This is an optimization exercise on Yosys and OpenROAD, whose aim is small area, a short achievable clock period and few clock cycles per item, not a production implementation. Where RTL was checked, it was by simulation tests only, not by an equivalence proof against the original. Power figures rest on the tool's default switching activity, not on a simulated workload.

## JAM
module JAM (
input CLK,
input RST,
output reg [2:0] W,
output reg [2:0] J,
input [6:0] Cost,
output reg [3:0] MatchCount,
output reg [9:0] MinCost,
output reg Valid );
Size: about 1500 cells after synthesis, roughly 340 flip-flops, ~30 I/O pins, roughly 17000 sq um of cells after synthesis.
export LEC_CHECK = 0
export CAP_MARGIN = 20
export CORE_MARGIN = 2
export CORE_UTILIZATION = 40
export CTS_CLUSTER_DIAMETER = 50
export CTS_CLUSTER_SIZE = 40
export SLEW_MARGIN = 20
create_clock -name core_clock -period 16.0 [get_ports {CLK}]
standard.sh (not shown) runs the stock make flow with config.mk's settings and CLKGATE_MAP_FILE= SYNTH_SCRIPT=/design/flow/synth_recipe.tcl, a recipe that flattens the netlist after the stock synthesis.
==> flow/flow/run.sh <==
#!/bin/bash
# Standard layout, with repair_timing aiming for more setup slack than the
# clock period needs (the SDC and the clock period are the design's), and
# plain buffers on the ports.
set -euo pipefail
bash standard.sh SETUP_SLACK_MARGIN=11.8 "BUFFER_PORTS_ARGS=-buffer_cell sky130_fd_sc_hd__buf_2" finish > standard_make.log 2>&1
The baseline finished with timing, DRC and antenna clean.
Testbench counts at the start, summed over its fixed seeds: cycles 10,620, tables 18.
Next try:
ABC_AREA = 1   (was default)
CORE_UTILIZATION = 65   (was 40)
CTS_CLUSTER_DIAMETER = 60   (was 50)
CTS_CLUSTER_SIZE = 30   (was 40)
After rerunning:
- final cell count went up by a little under a tenth
- first-iteration DRC count went up by well over a third
- routed wire length went up by a little under a tenth
Next try:
ABC_AREA = default   (was 1)
CORE_UTILIZATION = 40   (was 65)
What happened: The changed run went through all stages and came out clean; die area came out higher by 65%; clock power went up by 11%; setup slack degrades by 0.035 ns; total power goes up by 2.4%; via count fell by 16%; critical path depth is unchanged; register-to-register slack is worse by 0.10 ns; utilization decreases by 28 points; sequential share of layout area went down by 1.8 points.

The RTL this note starts from:
==> flow/design.v <==
module JAM (
input CLK,
input RST,
output reg [2:0] W,
output reg [2:0] J,
input [6:0] Cost,
output reg [3:0] MatchCount,
output reg [9:0] MinCost,
output reg Valid );
localparam [6:0] LAST = 7'd73;
reg [2:0] ph;
reg [6:0] step;
reg [2:0] yr, xr;           
reg [1:0] sF, sG;           
reg [111:0] Fm, Gm;         
reg [9:0] rom;              
always @(*) begin
    case (step)
        7'd0: rom = {3'd1, 3'd5, 2'd1, 2'd1};
        7'd1: rom = {3'd2, 3'd6, 2'd2, 2'd2};
        7'd2: rom = {3'd3, 3'd7, 2'd3, 2'd3};
        7'd3: rom = {3'd4, 3'd0, 2'd0, 2'd0};
        7'd4: rom = {3'd0, 3'd1, 2'd1, 2'd0};
        7'd5: rom = {3'd1, 3'd2, 2'd2, 2'd0};
        7'd6: rom = {3'd2, 3'd3, 2'd3, 2'd0};
        7'd7: rom = {3'd5, 3'd0, 2'd1, 2'd1};
        7'd8: rom = {3'd0, 3'd1, 2'd2, 2'd1};
        7'd9: rom = {3'd3, 3'd0, 2'd2, 2'd0};
        7'd10: rom = {3'd0, 3'd2, 2'd3, 2'd0};
        7'd11: rom = {3'd1, 3'd0, 2'd3, 2'd1};
        7'd12: rom = {3'd0, 3'd3, 2'd2, 2'd1};
        7'd13: rom = {3'd2, 3'd4, 2'd0, 2'd0};
        7'd14: rom = {3'd3, 3'd0, 2'd2, 2'd1};
        7'd15: rom = {3'd0, 3'd1, 2'd3, 2'd1};
        7'd16: rom = {3'd1, 3'd2, 2'd0, 2'd1};
        7'd17: rom = {3'd6, 3'd0, 2'd3, 2'd2};
        7'd18: rom = {3'd0, 3'd1, 2'd0, 2'd2};
        7'd19: rom = {3'd2, 3'd0, 2'd0, 2'd1};
        7'd20: rom = {3'd4, 3'd2, 2'd0, 2'd0};
        7'd21: rom = {3'd0, 3'd3, 2'd2, 2'd1};
        7'd22: rom = {3'd1, 3'd0, 2'd2, 2'd2};
        7'd23: rom = {3'd2, 3'd1, 2'd2, 2'd0};
        7'd24: rom = {3'd0, 3'd4, 2'd0, 2'd2};
        7'd25: rom = {3'd1, 3'd0, 2'd0, 2'd0};
        7'd26: rom = {3'd0, 3'd2, 2'd2, 2'd0};
        7'd27: rom = {3'd2, 3'd5, 2'd1, 2'd0};
        7'd28: rom = {3'd3, 3'd0, 2'd2, 2'd1};
        7'd29: rom = {3'd0, 3'd1, 2'd0, 2'd1};
        7'd30: rom = {3'd1, 3'd2, 2'd1, 2'd1};
        7'd31: rom = {3'd4, 3'd0, 2'd0, 2'd2};
        7'd32: rom = {3'd0, 3'd1, 2'd1, 2'd2};
        7'd33: rom = {3'd2, 3'd0, 2'd1, 2'd1};
        7'd34: rom = {3'd0, 3'd3, 2'd2, 2'd1};
        7'd35: rom = {3'd1, 3'd0, 2'd2, 2'd2};
        7'd36: rom = {3'd0, 3'd2, 2'd1, 2'd2};
        7'd37: rom = {3'd7, 3'd0, 2'd1, 2'd3};
        7'd38: rom = {3'd0, 3'd1, 2'd2, 2'd3};
        7'd39: rom = {3'd2, 3'd0, 2'd2, 2'd2};
        7'd40: rom = {3'd3, 3'd2, 2'd2, 2'd1};
        7'd41: rom = {3'd5, 3'd3, 2'd2, 2'd0};
        7'd42: rom = {3'd0, 3'd4, 2'd0, 2'd2};
        7'd43: rom = {3'd1, 3'd0, 2'd0, 2'd3};
        7'd44: rom = {3'd2, 3'd1, 2'd0, 2'd1};
        7'd45: rom = {3'd3, 3'd2, 2'd0, 2'd0};
        7'd46: rom = {3'd0, 3'd5, 2'd2, 2'd3};
        7'd47: rom = {3'd1, 3'd0, 2'd2, 2'd1};
        7'd48: rom = {3'd2, 3'd1, 2'd2, 2'd0};
        7'd49: rom = {3'd0, 3'd3, 2'd0, 2'd1};
        7'd50: rom = {3'd1, 3'd0, 2'd0, 2'd0};
        7'd51: rom = {3'd0, 3'd2, 2'd2, 2'd0};
        7'd52: rom = {3'd2, 3'd6, 2'd3, 2'd0};
        7'd53: rom = {3'd3, 3'd0, 2'd2, 2'd1};
        7'd54: rom = {3'd0, 3'd1, 2'd0, 2'd1};
        7'd55: rom = {3'd1, 3'd2, 2'd3, 2'd1};
        7'd56: rom = {3'd4, 3'd0, 2'd0, 2'd2};
        7'd57: rom = {3'd0, 3'd1, 2'd3, 2'd2};
        7'd58: rom = {3'd2, 3'd0, 2'd3, 2'd1};
        7'd59: rom = {3'd0, 3'd3, 2'd2, 2'd1};
        7'd60: rom = {3'd1, 3'd0, 2'd2, 2'd2};
        7'd61: rom = {3'd0, 3'd2, 2'd3, 2'd2};
        7'd62: rom = {3'd5, 3'd0, 2'd3, 2'd3};
        7'd63: rom = {3'd0, 3'd1, 2'd2, 2'd3};
        7'd64: rom = {3'd2, 3'd0, 2'd2, 2'd2};
        7'd65: rom = {3'd3, 3'd2, 2'd2, 2'd1};
        7'd66: rom = {3'd0, 3'd4, 2'd0, 2'd2};
        7'd67: rom = {3'd1, 3'd0, 2'd0, 2'd3};
        7'd68: rom = {3'd2, 3'd1, 2'd0, 2'd1};
        7'd69: rom = {3'd0, 3'd3, 2'd2, 2'd3};
        7'd70: rom = {3'd1, 3'd0, 2'd2, 2'd1};
        7'd71: rom = {3'd0, 3'd2, 2'd0, 2'd1};
        default: rom = {3'd0, 3'd4, 2'd0, 2'd0};
    endcase
end
wire [2:0] phn = ph + 3'd1;
wire [1:0] sn = (ph == 3'd7) ? rom[3:2] : phn[2] ? sG : sF;
wire [1:0] rn = sn - phn[1:0] - 2'd1;
reg [3:0] ldF, ldG;         
reg selA, selB, selC, selD;  
reg swB, swC;               
always @(posedge CLK or posedge RST) begin
    if (RST) begin
        ph <= 3'd7;
        step <= 7'h7f;
    end else begin
        ph <= phn;
        if (ph == 3'd7 && !Valid) step <= step + 7'd1;
    end
end
always @(posedge CLK) begin
    W <= {phn[2], rn};
    ldF <= phn[2] ? 4'd0 : (4'd1 << rn);
    ldG <= phn[2] ? (4'd1 << rn) : 4'd0;
    selA <= (phn <= 3'd2);
    selB <= (phn >= 3'd4) & (phn <= 3'd6);
    selC <= (phn >= 3'd3) & (phn <= 3'd6);
    selD <= (phn >= 3'd3);
    swB <= (phn[1:0] == 2'd2);
    swC <= phn[1];
    if (ph == 3'd3) J <= xr;
    if (ph == 3'd7) begin
        J <= rom[9:7];
        {yr, xr, sF, sG} <= rom;
    end
end
integer r, k;
always @(posedge CLK) begin
    for (r = 0; r < 4; r = r + 1)
        for (k = 0; k < 4; k = k + 1) begin
            Fm[(k*4+r)*7 +: 7] <= (k == r && ldF[r]) ? Cost : Fm[(((k+1)%4)*4+r)*7 +: 7];
            Gm[(k*4+r)*7 +: 7] <= (k == r && ldG[r]) ? Cost : Gm[(((k+1)%4)*4+r)*7 +: 7];
        end
end
wire [27:0] cA = selA ? Gm[27:0] : Fm[27:0];
wire [27:0] cB = selB ? (swB ? Fm[83:56] : Fm[55:28]) : (swB ? Gm[83:56] : Gm[55:28]);
wire [27:0] cC = selC ? (swC ? Fm[55:28] : Fm[83:56]) : (swC ? Gm[55:28] : Gm[83:56]);
wire [27:0] cD = selD ? Fm[111:84] : Gm[111:84];
function [8:0] pmin;        
    input [6:0] a0, b1, b0, a1;
    reg [7:0] u, v;
    begin
        u = a0 + b1;
        v = b0 + a1;
        pmin = {u == v, (u < v) ? u : v};
    end
endfunction
reg [8:0] q01ab, q23cd, q01cd, q23ab;
always @(posedge CLK) begin
    q01ab <= pmin(cA[6:0],   cB[13:7],  cB[6:0],   cA[13:7]);
    q23cd <= pmin(cC[20:14], cD[27:21], cD[20:14], cC[27:21]);
    q01cd <= pmin(cC[6:0],   cD[13:7],  cD[6:0],   cC[13:7]);
    q23ab <= pmin(cA[20:14], cB[27:21], cB[20:14], cA[27:21]);
end
wire [8:0] v1 = q01ab[7:0] + q23cd[7:0];
wire [8:0] v2 = q01cd[7:0] + q23ab[7:0];
wire [3:0] c1 = (q01ab[8] & q23cd[8]) ? 4'd4 : (q01ab[8] | q23cd[8]) ? 4'd2 : 4'd1;
wire [3:0] c2 = (q01cd[8] & q23ab[8]) ? 4'd4 : (q01cd[8] | q23ab[8]) ? 4'd2 : 4'd1;
reg [8:0] pv;
reg [3:0] pc;
always @(posedge CLK) begin
    pv <= (v1 < v2) ? v1 : v2;
    pc <= (v1 < v2) ? c1 : (v2 < v1) ? c2 : c1 + c2;
end
reg [8:0] acc, fs;
reg [3:0] accc, fsc;
always @(posedge CLK) begin
    if (ph == 3'd6 || ph == 3'd2) begin
        acc <= pv;
        accc <= pc;
    end else if (pv < acc) begin
        acc <= pv;
        accc <= pc;
    end else if (pv == acc) begin
        accc <= accc + pc;
    end
    if (ph == 3'd1) begin
        fs <= acc;
        fsc <= accc;
    end
end
wire [9:0] tot = fs + acc;
wire [7:0] cprod = fsc * accc;
wire merge = (ph == 3'd5) && (step >= 7'd4) && (step <= LAST) && !Valid;
always @(posedge CLK) begin
    if (merge) begin
        if (step == 7'd4 || tot < MinCost) begin
            MinCost <= tot;
            MatchCount <= cprod[3:0];
        end else if (tot == MinCost) begin
            MatchCount <= MatchCount + cprod[3:0];
        end
    end
end
always @(posedge CLK or posedge RST) begin
    if (RST) Valid <= 1'b0;
    else if (merge && step == LAST) Valid <= 1'b1;
end
endmodule
Settings: LEC_CHECK=0, CAP_MARGIN=20, CORE_MARGIN=2, CORE_UTILIZATION=40, SLEW_MARGIN=20; clock period 16.0 ns.
run.sh (not shown) runs the stock make flow with config.mk's settings and CLKGATE_MAP_FILE= SYNTH_SCRIPT=/design/flow/synth_recipe.tcl, a recipe that flattens the netlist after the stock synthesis.
Stock flow here: none of the scripts above is used.
The baseline passed the timing, DRC and antenna checks.
Rerun with:
==> flow/flow/run.sh (new file) <==
#!/bin/bash
# Standard layout, with repair_timing aiming for more setup slack than the
# clock period needs (the SDC and the clock period are the design's), and
# plain buffers on the ports.
set -euo pipefail
bash standard.sh SETUP_SLACK_MARGIN=11.8 "BUFFER_PORTS_ARGS=-buffer_cell sky130_fd_sc_hd__buf_2" finish > standard_make.log 2>&1
==> flow/standard.sh (new file) <==
#!/bin/bash
# synth_recipe.tcl (not shown) runs the flow's synth.tcl, then flattens the netlist and writes it again
# the make line also repeats each setting of config.mk as NAME=value (left out here)
make -C /OpenROAD-flow-scripts/flow DESIGN_CONFIG=/design/flow/config.mk WORK_HOME=/design/flow/orfs CLKGATE_MAP_FILE= SYNTH_SCRIPT=/design/flow/synth_recipe.tcl "${@:-finish}"
removed: flow/run.sh
Effect: Design area climbs slightly. Setup slack gains 0.42 ns. Register-to-register slack gains 0.59 ns. Global-route usage stays flat. Cell count rose slightly.
No run of this note included a check of the RTL's function; only the layout flow was run.

-- separate check: timing with driven ports --
How much do the figures lean on ideal ports? The routed layouts below were timed once more, with nothing changed but the port constraints.
Step 1 assumes that a clkbuf_16 drives the clock port and a buf_2 every other input.
Step 2 also shifts input and output timing later by t, the mid clock arrival at the registers, as if the neighbouring blocks saw the same clock.
a / b / c = no drivers / after step 1 / after step 2; a / b = the first two.
| run | t, ns | slack for setup (ns) | worst hold slack (ns) | worst setup path at the end | worst slew at a driven data input, ns |
|---|---|---|---|---|---|
| the first run of note 1 | 0.631 | 11.664 / 11.616 / 11.984 | 0.344 / 0.344 / 0.344 | register to register | 0.04 |
| the second run of note 1 | 0.586 | 11.710 / 11.661 / 12.045 | 0.332 / 0.332 / 0.332 | register to register | 0.03 |
| the third run of note 1 | 0.619 | 11.675 / 11.627 / 11.947 | 0.347 / 0.347 / 0.347 | register to register | 0.04 |
| the first run of note 2 | 0.583 | 11.274 / 11.220 / 11.423 | 0.341 / 0.341 / 0.341 | register to register | 0.04 |
| the second run of note 2 | 0.605 | 11.694 / 11.637 / 12.006 | 0.343 / 0.343 / 0.343 | register to register | 0.03 |
After both steps every run listed still meets setup and hold.
